This is an optimization exercise on Yosys and OpenROAD, whose aim is small area, a short achievable clock period and few clock cycles per item, not a production implementation. RTL that was checked went through simulation tests only; none was proved equivalent to the original. The clock port is modelled as an ideal driver, which makes a skipped or thinned clock tree look cheaper than it is; a real chip needs a root buffer or a tree. Power and IR drop assume default switching activity.

==> inputs of v37 <==
==> flow/design.v <==
module sys (
	clk,
	reset,
	addr,
	din,
	dout,
	req,
	wr,
	rdy,
	seed0,
	seed1,
	seed2,
	seed3,
	range
);
input           clk, reset;
input   [63:0]  din;
output  [63:0]  dout;
output  [63:0]  addr;
input   [63:0]  seed0, seed1, seed2, seed3;
output          req;
output          wr;
input           rdy;
input   [63:0]  range;
reg     [63:0]  s0, s1, s2, s3;      
reg             wr_n;                
reg     [3:0]   k_n;                 
reg             rr;                  
reg     [15:0]  h;                   
reg     [18:0]  xc;                  
localparam [15:0] X0 = 16'h0404;
localparam [15:0] X1 = 16'h0808;
localparam [15:0] X2 = 16'h0ef1;
localparam [15:0] X3 = 16'h1010;
localparam [15:0] X4 = 16'h1ae5;
localparam [15:0] X5 = 16'h1de2;
localparam [15:0] X6 = 16'h2020;
localparam [15:0] X7 = 16'h2b2b;
localparam [15:0] X8 = 16'h35ca;
localparam [15:0] X9 = 16'h4040;
localparam [15:0] X10 = 16'h43bc;
localparam [15:0] X11 = 16'h46b9;
localparam [15:0] X12 = 16'h4d4d;
localparam [15:0] X13 = 16'h5353;
localparam [15:0] X14 = 16'h5656;
localparam [15:0] X15 = 16'h5959;
localparam [15:0] X16 = 16'h5ca3;
localparam [15:0] X17 = 16'h728d;
localparam [15:0] X18 = 16'h7887;
reg     [63:0]  addr_r;
reg     [63:0]  dout_r;
reg             req_r;
reg             wr_r;
reg     [15:0]  gq;                  
reg     [2:0]   gb;                  
wire    [63:0]  xpat;
assign xpat[0] = xc[7];
assign xpat[1] = xc[0];
assign xpat[2] = xc[16];
assign xpat[3] = xc[10];
assign xpat[4] = xc[14];
assign xpat[5] = xc[1];
assign xpat[6] = xc[11];
assign xpat[7] = xc[18];
assign xpat[8] = xc[13];
assign xpat[9] = xc[3];
assign xpat[10] = xc[17];
assign xpat[11] = xc[2];
assign xpat[12] = xc[15];
assign xpat[13] = xc[6];
assign xpat[14] = xc[4];
assign xpat[15] = xc[5];
assign xpat[16] = xc[0];
assign xpat[17] = xc[16];
assign xpat[18] = xc[10];
assign xpat[19] = xc[14];
assign xpat[20] = xc[1];
assign xpat[21] = xc[11];
assign xpat[22] = xc[18];
assign xpat[23] = xc[13];
assign xpat[24] = xc[3];
assign xpat[25] = xc[17];
assign xpat[26] = xc[2];
assign xpat[27] = xc[15];
assign xpat[28] = xc[6];
assign xpat[29] = xc[4];
assign xpat[30] = xc[5];
assign xpat[31] = xc[12];
assign xpat[32] = xc[16];
assign xpat[33] = xc[10];
assign xpat[34] = xc[14];
assign xpat[35] = xc[1];
assign xpat[36] = xc[11];
assign xpat[37] = xc[18];
assign xpat[38] = xc[13];
assign xpat[39] = xc[3];
assign xpat[40] = xc[17];
assign xpat[41] = xc[2];
assign xpat[42] = xc[15];
assign xpat[43] = xc[6];
assign xpat[44] = xc[4];
assign xpat[45] = xc[5];
assign xpat[46] = xc[12];
assign xpat[47] = xc[9];
assign xpat[48] = xc[10];
assign xpat[49] = xc[14];
assign xpat[50] = xc[1];
assign xpat[51] = xc[11];
assign xpat[52] = xc[18];
assign xpat[53] = xc[13];
assign xpat[54] = xc[3];
assign xpat[55] = xc[17];
assign xpat[56] = xc[2];
assign xpat[57] = xc[15];
assign xpat[58] = xc[6];
assign xpat[59] = xc[4];
assign xpat[60] = xc[5];
assign xpat[61] = xc[12];
assign xpat[62] = xc[9];
assign xpat[63] = xc[8];
wire    [63:0]  cur;
genvar          i;
integer         c;
generate
	for (i = 0; i < 4; i = i + 1) begin : g_cur
		assign cur[16*i +: 16] =
			(s0[16*i +: 16] & {16{h[4*i]}})   | (s1[16*i +: 16] & {16{h[4*i+1]}}) |
			(s2[16*i +: 16] & {16{h[4*i+2]}}) | (s3[16*i +: 16] & {16{h[4*i+3]}});
	end
endgenerate
wire    [63:0]  carry;
generate
	for (i = 0; i < 64; i = i + 1) begin : g_carry
		wire [3:0] blk = (i < 16) ? 4'hf : {1'b1, gb | ~(3'b111 >> (3 - i/16))};
		wire [3:0] nib = (i % 16 < 4) ? 4'hf :
		                 (4'hf & ({1'b1, gq[(i/16)*4 +: 3]} | ~(4'hf >> (4 - (i%16)/4))));
		assign carry[i] = &blk & &nib & &(din[i - i%4 +: 4] | (4'hf << (i%4)));
	end
	for (i = 0; i < 16; i = i + 1) begin : g_gq
		always @(posedge clk)
			gq[i] <= &din[4*i+3:4*i];
	end
	for (i = 0; i < 3; i = i + 1) begin : g_gb
		always @(posedge clk)
			gb[i] <= &din[16*i+15:16*i];
	end
endgenerate
always @(posedge clk) begin
	if (reset) begin
		s0 <= seed0;
		s1 <= seed1;
		s2 <= seed2;
		s3 <= seed3;
	end
	if (reset) begin
		wr_n <= 1'b0;
		k_n  <= 4'd0;
	end
	else if (rdy) begin
		wr_n <= ~wr_n;
		if (!wr_n && h[3])
			k_n <= k_n + 4'd1;
	end
	rr     <= ~reset & rdy & ~wr_n;
	for (c = 0; c < 4; c = c + 1)
		if (reset)
			h[4*c +: 4] <= 4'b0001;
		else if (rr)
			h[4*c +: 4] <= {h[4*c +: 3], h[4*c+3]};
	xc[0] <= X0[k_n];
	xc[1] <= X1[k_n];
	xc[2] <= X2[k_n];
	xc[3] <= X3[k_n];
	xc[4] <= X4[k_n];
	xc[5] <= X5[k_n];
	xc[6] <= X6[k_n];
	xc[7] <= X7[k_n];
	xc[8] <= X8[k_n];
	xc[9] <= X9[k_n];
	xc[10] <= X10[k_n];
	xc[11] <= X11[k_n];
	xc[12] <= X12[k_n];
	xc[13] <= X13[k_n];
	xc[14] <= X14[k_n];
	xc[15] <= X15[k_n];
	xc[16] <= X16[k_n];
	xc[17] <= X17[k_n];
	xc[18] <= X18[k_n];
	req_r  <= ~reset;
	wr_r   <= wr_n;
	addr_r <= (cur ^ xpat) & range;
	dout_r <= din ^ carry;
end
assign req  = req_r;
assign wr   = wr_r;
assign addr = addr_r;
assign dout = dout_r;
endmodule
==> flow/flow/run.sh <==
#!/bin/bash
# Standard ORFS layout with two changes:
#  - port buffers are buf_1 cells (buffer_ports otherwise picks
#    clkdlybuf4s50_1, a slow delay cell);
#  - the clock tree is built by flow/cts.tcl (two buffer levels) instead of
#    TritonCTS (three levels of buffers): two levels of clock inverters,
#    which lowers the clock latency.
# Each step's full output goes to make_<step>.log here; ORFS's own logs are
# under orfs/logs.
set -euo pipefail
here=$(pwd)
export CTREE_TCL=$here/flow/ctree.tcl
export PULL_TCL=$here/flow/pull.tcl
A=(BUFFER_PORTS_ARGS="-buffer_cell sky130_fd_sc_hd__buf_1")
bash standard.sh "${A[@]}" place > make_place.log 2>&1
bash standard.sh "${A[@]}" run RUN_SCRIPT="$here/flow/cts.tcl" RUN_LOG_NAME_STEM=4_1_cts > make_cts.log 2>&1
bash standard.sh "${A[@]}" finish > make_finish.log 2>&1
==> flow/flow/ctree.tcl <==
# Custom two-level clock tree: the clock port drives NMID buffers, each of
# which drives NLEAF/NMID leaf buffers; each leaf drives one cluster of
# flip-flops. Clusters come from splitting the sinks into equal-count
# columns by x, then each column into equal-count groups by y.
proc ctree_outpin {cell} {
  set m [[ord::get_db] findMaster $cell]
  foreach mt [$m getMTerms] {
    if {[$mt getIoType] eq "OUTPUT"} { return [$mt getName] }
  }
  error "no output pin on $cell"
}

proc ctree_build {clk_port nmid_x nmid_y nleaf_x nleaf_y mid_cell leaf_cell} {
  set block [ord::get_db_block]
  set leaf_out [ctree_outpin $leaf_cell]
  if {$mid_cell ne "none"} { set mid_out [ctree_outpin $mid_cell] }
  set net [[$block findBTerm $clk_port] getNet]
  set sinks {}
  foreach it [$net getITerms] {
    set inst [$it getInst]
    set bb [$inst getBBox]
    set x [expr {([$bb xMin] + [$bb xMax]) / 2}]
    set y [expr {([$bb yMin] + [$bb yMax]) / 2}]
    lappend sinks [list $x $y [$inst getName] [[$it getMTerm] getName]]
  }
  set n [llength $sinks]
  puts "ctree: $n sinks"
  # split into nmid_x*nleaf_x columns, then each into nmid_y*nleaf_y rows
  set ncol [expr {$nmid_x * $nleaf_x}]
  set nrow [expr {$nmid_y * $nleaf_y}]
  set byx [lsort -integer -index 0 $sinks]
  set leaves {}
  for {set c 0} {$c < $ncol} {incr c} {
    set lo [expr {($c * $n) / $ncol}]
    set hi [expr {(($c + 1) * $n) / $ncol - 1}]
    set col [lsort -integer -index 1 [lrange $byx $lo $hi]]
    set m [llength $col]
    for {set r 0} {$r < $nrow} {incr r} {
      set lo2 [expr {($r * $m) / $nrow}]
      set hi2 [expr {(($r + 1) * $m) / $nrow - 1}]
      lappend leaves [list $c $r [lrange $col $lo2 $hi2]]
    }
  }
  set site_w 460
  set row_h 2720
  # leaf buffers
  set li 0
  array set mids {}
  foreach lf $leaves {
    lassign $lf c r members
    set sx 0; set sy 0
    foreach s $members { incr sx [lindex $s 0]; incr sy [lindex $s 1] }
    set cx [expr {$sx / [llength $members]}]
    set cy [expr {$sy / [llength $members]}]
    set name "ctree_leaf_$li"
    set nname "ctree_leafnet_$li"
    make_instance $name $leaf_cell
    odb::dbNet_create $block $nname
    foreach s $members {
      set pin "[lindex $s 2]/[lindex $s 3]"
      disconnect_pin $clk_port $pin
      connect_pin $nname $pin
    }
    connect_pin $nname $name/$leaf_out
    set inst [$block findInst $name]
    $inst setLocation [expr {($cx / $site_w) * $site_w}] [expr {($cy / $row_h) * $row_h}]
    $inst setPlacementStatus PLACED
    [$block findNet $nname] setSigType CLOCK
    set mx [expr {$c / $nleaf_x}]
    set my [expr {$r / $nleaf_y}]
    lappend mids($mx,$my) [list $name $cx $cy]
    incr li
  }
  # mid buffers
  set mi 0
  if {$mid_cell eq "none"} {
    foreach key [lsort [array names mids]] {
      foreach l $mids($key) { connect_pin $clk_port [lindex $l 0]/A }
    }
    $net setSigType CLOCK
    puts "ctree: $li leaf buffers driven by the port"
    return
  }
  foreach key [lsort [array names mids]] {
    set sx 0; set sy 0
    foreach l $mids($key) { incr sx [lindex $l 1]; incr sy [lindex $l 2] }
    set k [llength $mids($key)]
    set cx [expr {$sx / $k}]; set cy [expr {$sy / $k}]
    set name "ctree_mid_$mi"
    set nname "ctree_midnet_$mi"
    make_instance $name $mid_cell
    odb::dbNet_create $block $nname
    foreach l $mids($key) { connect_pin $nname [lindex $l 0]/A }
    connect_pin $nname $name/$mid_out
    connect_pin $clk_port $name/A
    set inst [$block findInst $name]
    $inst setLocation [expr {($cx / $site_w) * $site_w}] [expr {($cy / $row_h) * $row_h}]
    $inst setPlacementStatus PLACED
    [$block findNet $nname] setSigType CLOCK
    incr mi
  }
  $net setSigType CLOCK
  puts "ctree: $li leaf buffers, $mi mid buffers"
}
==> flow/flow/cts.tcl <==
# ORFS's cts.tcl with TritonCTS replaced by a two-level clock tree built by
# ctree.tcl (clock port -> 4 inverters -> 16 leaf inverters -> flip-flops).
# Before that, pull.tcl moves each output port's flip-flop next to the
# port's buffer.
utl::set_metrics_stage "cts__{}"
source $::env(SCRIPTS_DIR)/load.tcl
erase_non_stage_variables cts
load_design 3_place.odb 3_place.sdc

repair_clock_inverters

set_dont_use $::env(DONT_USE_CELLS)

source $::env(CTREE_TCL)
source $::env(PULL_TCL)
pull_output_flops
ctree_build clk 2 2 2 2 sky130_fd_sc_hd__clkinv_16 sky130_fd_sc_hd__clkinv_8
set_propagated_clock [all_clocks]

estimate_parasitics -placement

set_placement_padding -global \
  -left $::env(CELL_PAD_IN_SITES_DETAIL_PLACEMENT) \
  -right $::env(CELL_PAD_IN_SITES_DETAIL_PLACEMENT)
detailed_placement
estimate_parasitics -placement

repair_timing_helper
detailed_placement
check_placement -verbose

report_clock_latency
report_metrics 4 "cts final"

orfs_write_db $::env(RESULTS_DIR)/4_1_cts.odb
orfs_write_sdc $::env(RESULTS_DIR)/4_cts.sdc
==> flow/flow/pull.tcl <==
# Move the flip-flop that drives each output port's buffer next to that
# buffer, so the flip-flop's output wire is short.
proc pull_output_flops {} {
  set block [ord::get_db_block]
  set n 0
  foreach bt [$block getBTerms] {
    if {[$bt getIoType] ne "OUTPUT"} { continue }
    set net [$bt getNet]
    if {$net eq "NULL"} { continue }
    set buf ""
    foreach it [$net getITerms] { if {[$it isOutputSignal]} { set buf [$it getInst] } }
    if {$buf eq ""} { continue }
    set in_net ""
    foreach it [$buf getITerms] { if {[$it isInputSignal]} { set in_net [$it getNet] } }
    if {$in_net eq "" || $in_net eq "NULL"} { continue }
    set drv ""
    foreach it [$in_net getITerms] { if {[$it isOutputSignal]} { set drv [$it getInst] } }
    if {$drv eq ""} { continue }
    if {![[$drv getMaster] isSequential]} { continue }
    if {[llength [$in_net getITerms]] != 2} { continue }
    set loc [$buf getLocation]
    $drv setLocation [lindex $loc 0] [lindex $loc 1]
    incr n
  }
  puts "pull_output_flops: moved $n flip-flops"
}
==> flow/standard.sh <==
#!/bin/bash
# synth_recipe.tcl (not shown) runs the flow's synth.tcl, then flattens the netlist and writes it again
# the make line also repeats each setting of config.mk as NAME=value (left out here)
make -C /OpenROAD-flow-scripts/flow DESIGN_CONFIG=/design/flow/config.mk WORK_HOME=/design/flow/orfs CLKGATE_MAP_FILE= SYNTH_SCRIPT=/design/flow/synth_recipe.tcl "${@:-finish}"
==> flow/config.mk <==
export PLATFORM = sky130hd
export DESIGN_NAME = sys
export DESIGN_NICKNAME = sys
export VERILOG_FILES = /design/flow/design.v
export SDC_FILE = /design/flow/constraint.sdc
export NUM_CORES = 4
export LEC_CHECK = 0
export CAP_MARGIN = 20
export CORE_MARGIN = 2
export CORE_UTILIZATION = 65
export PLACE_DENSITY = 0.8
export SETUP_SLACK_MARGIN = 1.82
export SLEW_MARGIN = 20
==> flow/constraint.sdc <==
create_clock -name core_clock -period 3.2 [get_ports {clk}]
set_input_delay 0.6400 -clock core_clock [delete_from_list [all_inputs] [get_ports {clk}]]
set_output_delay 0.6400 -clock core_clock [all_outputs]
set_load 0.01 [all_outputs]
==> v11: changes against v37 <==
==> flow/design.v, changed modules only <==
module sys (
	clk,
	reset,
	addr,
	din,
	dout,
	req,
	wr,
	rdy,
	seed0,
	seed1,
	seed2,
	seed3,
	range
);
input           clk, reset;
input   [63:0]  din;
output  [63:0]  dout;
output  [63:0]  addr;
input   [63:0]  seed0, seed1, seed2, seed3;
output          req;
output          wr;
input           rdy;
input   [63:0]  range;
reg     [63:0]  s0, s1, s2, s3;      
reg             wr_n;                
reg     [15:0]  k_n;                 
reg             rr;                  
reg     [15:0]  h;                   
reg     [18:0]  xc;                  
localparam [15:0] X0 = 16'h0404;
localparam [15:0] X1 = 16'h0808;
localparam [15:0] X2 = 16'h0ef1;
localparam [15:0] X3 = 16'h1010;
localparam [15:0] X4 = 16'h1ae5;
localparam [15:0] X5 = 16'h1de2;
localparam [15:0] X6 = 16'h2020;
localparam [15:0] X7 = 16'h2b2b;
localparam [15:0] X8 = 16'h35ca;
localparam [15:0] X9 = 16'h4040;
localparam [15:0] X10 = 16'h43bc;
localparam [15:0] X11 = 16'h46b9;
localparam [15:0] X12 = 16'h4d4d;
localparam [15:0] X13 = 16'h5353;
localparam [15:0] X14 = 16'h5656;
localparam [15:0] X15 = 16'h5959;
localparam [15:0] X16 = 16'h5ca3;
localparam [15:0] X17 = 16'h728d;
localparam [15:0] X18 = 16'h7887;
reg     [63:0]  addr_r;
reg     [63:0]  dout_r;
reg             req_r;
reg             wr_r;
reg     [6:0]   gq;                  
wire    [63:0]  xpat;
genvar          i;
assign xpat[0] = xc[7];
assign xpat[1] = xc[0];
assign xpat[2] = xc[16];
assign xpat[3] = xc[10];
assign xpat[4] = xc[14];
assign xpat[5] = xc[1];
assign xpat[6] = xc[11];
assign xpat[7] = xc[18];
assign xpat[8] = xc[13];
assign xpat[9] = xc[3];
assign xpat[10] = xc[17];
assign xpat[11] = xc[2];
assign xpat[12] = xc[15];
assign xpat[13] = xc[6];
assign xpat[14] = xc[4];
assign xpat[15] = xc[5];
assign xpat[16] = xc[0];
assign xpat[17] = xc[16];
assign xpat[18] = xc[10];
assign xpat[19] = xc[14];
assign xpat[20] = xc[1];
assign xpat[21] = xc[11];
assign xpat[22] = xc[18];
assign xpat[23] = xc[13];
assign xpat[24] = xc[3];
assign xpat[25] = xc[17];
assign xpat[26] = xc[2];
assign xpat[27] = xc[15];
assign xpat[28] = xc[6];
assign xpat[29] = xc[4];
assign xpat[30] = xc[5];
assign xpat[31] = xc[12];
assign xpat[32] = xc[16];
assign xpat[33] = xc[10];
assign xpat[34] = xc[14];
assign xpat[35] = xc[1];
assign xpat[36] = xc[11];
assign xpat[37] = xc[18];
assign xpat[38] = xc[13];
assign xpat[39] = xc[3];
assign xpat[40] = xc[17];
assign xpat[41] = xc[2];
assign xpat[42] = xc[15];
assign xpat[43] = xc[6];
assign xpat[44] = xc[4];
assign xpat[45] = xc[5];
assign xpat[46] = xc[12];
assign xpat[47] = xc[9];
assign xpat[48] = xc[10];
assign xpat[49] = xc[14];
assign xpat[50] = xc[1];
assign xpat[51] = xc[11];
assign xpat[52] = xc[18];
assign xpat[53] = xc[13];
assign xpat[54] = xc[3];
assign xpat[55] = xc[17];
assign xpat[56] = xc[2];
assign xpat[57] = xc[15];
assign xpat[58] = xc[6];
assign xpat[59] = xc[4];
assign xpat[60] = xc[5];
assign xpat[61] = xc[12];
assign xpat[62] = xc[9];
assign xpat[63] = xc[8];
wire    [63:0]  cur;
integer         c;
generate
	for (i = 0; i < 4; i = i + 1) begin : g_cur
		assign cur[16*i +: 16] =
			(s0[16*i +: 16] & {16{h[4*i]}})   | (s1[16*i +: 16] & {16{h[4*i+1]}}) |
			(s2[16*i +: 16] & {16{h[4*i+2]}}) | (s3[16*i +: 16] & {16{h[4*i+3]}});
	end
endgenerate
wire    [63:0]  carry;
generate
	for (i = 0; i < 64; i = i + 1) begin : g_carry
		if (i < 8)
			assign carry[i] = &{1'b1, din[i - i%8 +: 8] | (8'hff << (i%8))};
		else
			assign carry[i] = &gq[i/8-1:0] & &(din[i - i%8 +: 8] | (8'hff << (i%8)));
	end
	for (i = 0; i < 7; i = i + 1) begin : g_gq
		always @(posedge clk)
			gq[i] <= &din[8*i+7:8*i];
	end
endgenerate
always @(posedge clk) begin
	if (reset) begin
		s0 <= seed0;
		s1 <= seed1;
		s2 <= seed2;
		s3 <= seed3;
	end
	if (reset) begin
		wr_n <= 1'b0;
		k_n  <= 16'd1;
	end
	else if (rdy) begin
		wr_n <= ~wr_n;
		if (!wr_n && h[3])
			k_n <= {k_n[14:0], k_n[15]};
	end
	rr     <= ~reset & rdy & ~wr_n;
	for (c = 0; c < 4; c = c + 1)
		if (reset)
			h[4*c +: 4] <= 4'b0001;
		else if (rr)
			h[4*c +: 4] <= {h[4*c +: 3], h[4*c+3]};
	xc[0] <= |(k_n & X0);
	xc[1] <= |(k_n & X1);
	xc[2] <= |(k_n & X2);
	xc[3] <= |(k_n & X3);
	xc[4] <= |(k_n & X4);
	xc[5] <= |(k_n & X5);
	xc[6] <= |(k_n & X6);
	xc[7] <= |(k_n & X7);
	xc[8] <= |(k_n & X8);
	xc[9] <= |(k_n & X9);
	xc[10] <= |(k_n & X10);
	xc[11] <= |(k_n & X11);
	xc[12] <= |(k_n & X12);
	xc[13] <= |(k_n & X13);
	xc[14] <= |(k_n & X14);
	xc[15] <= |(k_n & X15);
	xc[16] <= |(k_n & X16);
	xc[17] <= |(k_n & X17);
	xc[18] <= |(k_n & X18);
	req_r  <= ~reset;
	wr_r   <= wr_n;
	addr_r <= (cur ^ xpat) & range;
	dout_r <= din ^ carry;
end
assign req  = req_r;
assign wr   = wr_r;
assign addr = addr_r;
assign dout = dout_r;
endmodule
--- a/flow/flow/cts.tcl
+++ b/flow/flow/cts.tcl
@@ -14,7 +14,7 @@
 source $::env(CTREE_TCL)
 source $::env(PULL_TCL)
 pull_output_flops
-ctree_build clk 2 2 2 2 sky130_fd_sc_hd__clkinv_16 sky130_fd_sc_hd__clkinv_8
+ctree_build clk 2 2 2 2 sky130_fd_sc_hd__clkinv_16 sky130_fd_sc_hd__clkinv_16
 set_propagated_clock [all_clocks]
 
 estimate_parasitics -placement
--- a/flow/config.mk
+++ b/flow/config.mk
@@ -9,5 +9,5 @@
 export CORE_MARGIN = 2
 export CORE_UTILIZATION = 65
 export PLACE_DENSITY = 0.8
-export SETUP_SLACK_MARGIN = 1.82
+export SETUP_SLACK_MARGIN = 1.8
 export SLEW_MARGIN = 20
==> run notes <==
met2 Use GR=0.611; fraction of area in multi-input gates=0.220; pre-CTS setup slack=1180 ps; comb pwr=860 uW; Final Cell Area=19100 um2; Synth Instances=1100; WL/cell=~24 um; RR Endpoint=dout_r[54]$_DFF_P_; status=timing/DRC/antenna clean; #FFs+latches synth=446; placed cells=about 1900
Source of the figures above: v11

==> run notes <==
fraction of area in multi-input gates=0.221; vias per cell=5.91; #FFs+latches synth=442; comb pwr=between 800 and 900 uW; RR Endpoint=addr_r[55]$_DFF_P_; Critical Path Source Type=input port; Hold WC Path Type=reg2reg; met1 Track Usage GR=0.415; largest family of logic cells by synthesized area=compound AO/OA/AOI/OAI gates; layout cell share with drive strength beyond 1=0.0785; Synth Instances=1045; WP data required=3070 ps; minimum clock period=1380 ps; pre-CTS setup slack=1240 ps; placed cells=1850; status=timing/DRC/antenna clean; Final Cell Area=~19000 um2
Source of the figures above: v37

Testbench counts of v37, summed over its fixed seeds: cycles 128,027, items 16,000.
Function not checked in v11: the RTL went through the layout flow alone. No run of this note takes its clock network from TritonCTS; it comes from the design's own scripts or RTL.

separate check: timing with driven ports:
No port has a modelled driver above. Below, the same layouts with a new extraction and two added sets of constraints. Step 1: set_driving_cell puts a clkbuf_16 on clk and a buf_2 on each other input, an assumption about the parent block. Step 2 adds t to the input delays and takes it off the output delays; t is the mean of the earliest and latest rising clock arrival at the registers after step 1. Input paths then give back, and output paths get back, about the clock's delay inside the block. Slacks: ideal / step 1 / step 2; pairs: ideal / step 1.
run	t (ns)	setup WS [ns]	hold slack, ns	latest minus earliest clock arrival (ns)
v37	0.416	1.825 / 1.609 / 1.577	0.418 / 0.404 / 0.418	0.022 / 0.026
v11	0.453	1.740 / 1.554 / 1.503	0.446 / 0.373 / 0.446	0.022 / 0.022
After both steps setup and hold are still met in every run listed. For v37, which loses most, drivers alone change the setup slack by -0.216 ns; drivers and shift together by -0.248 ns.
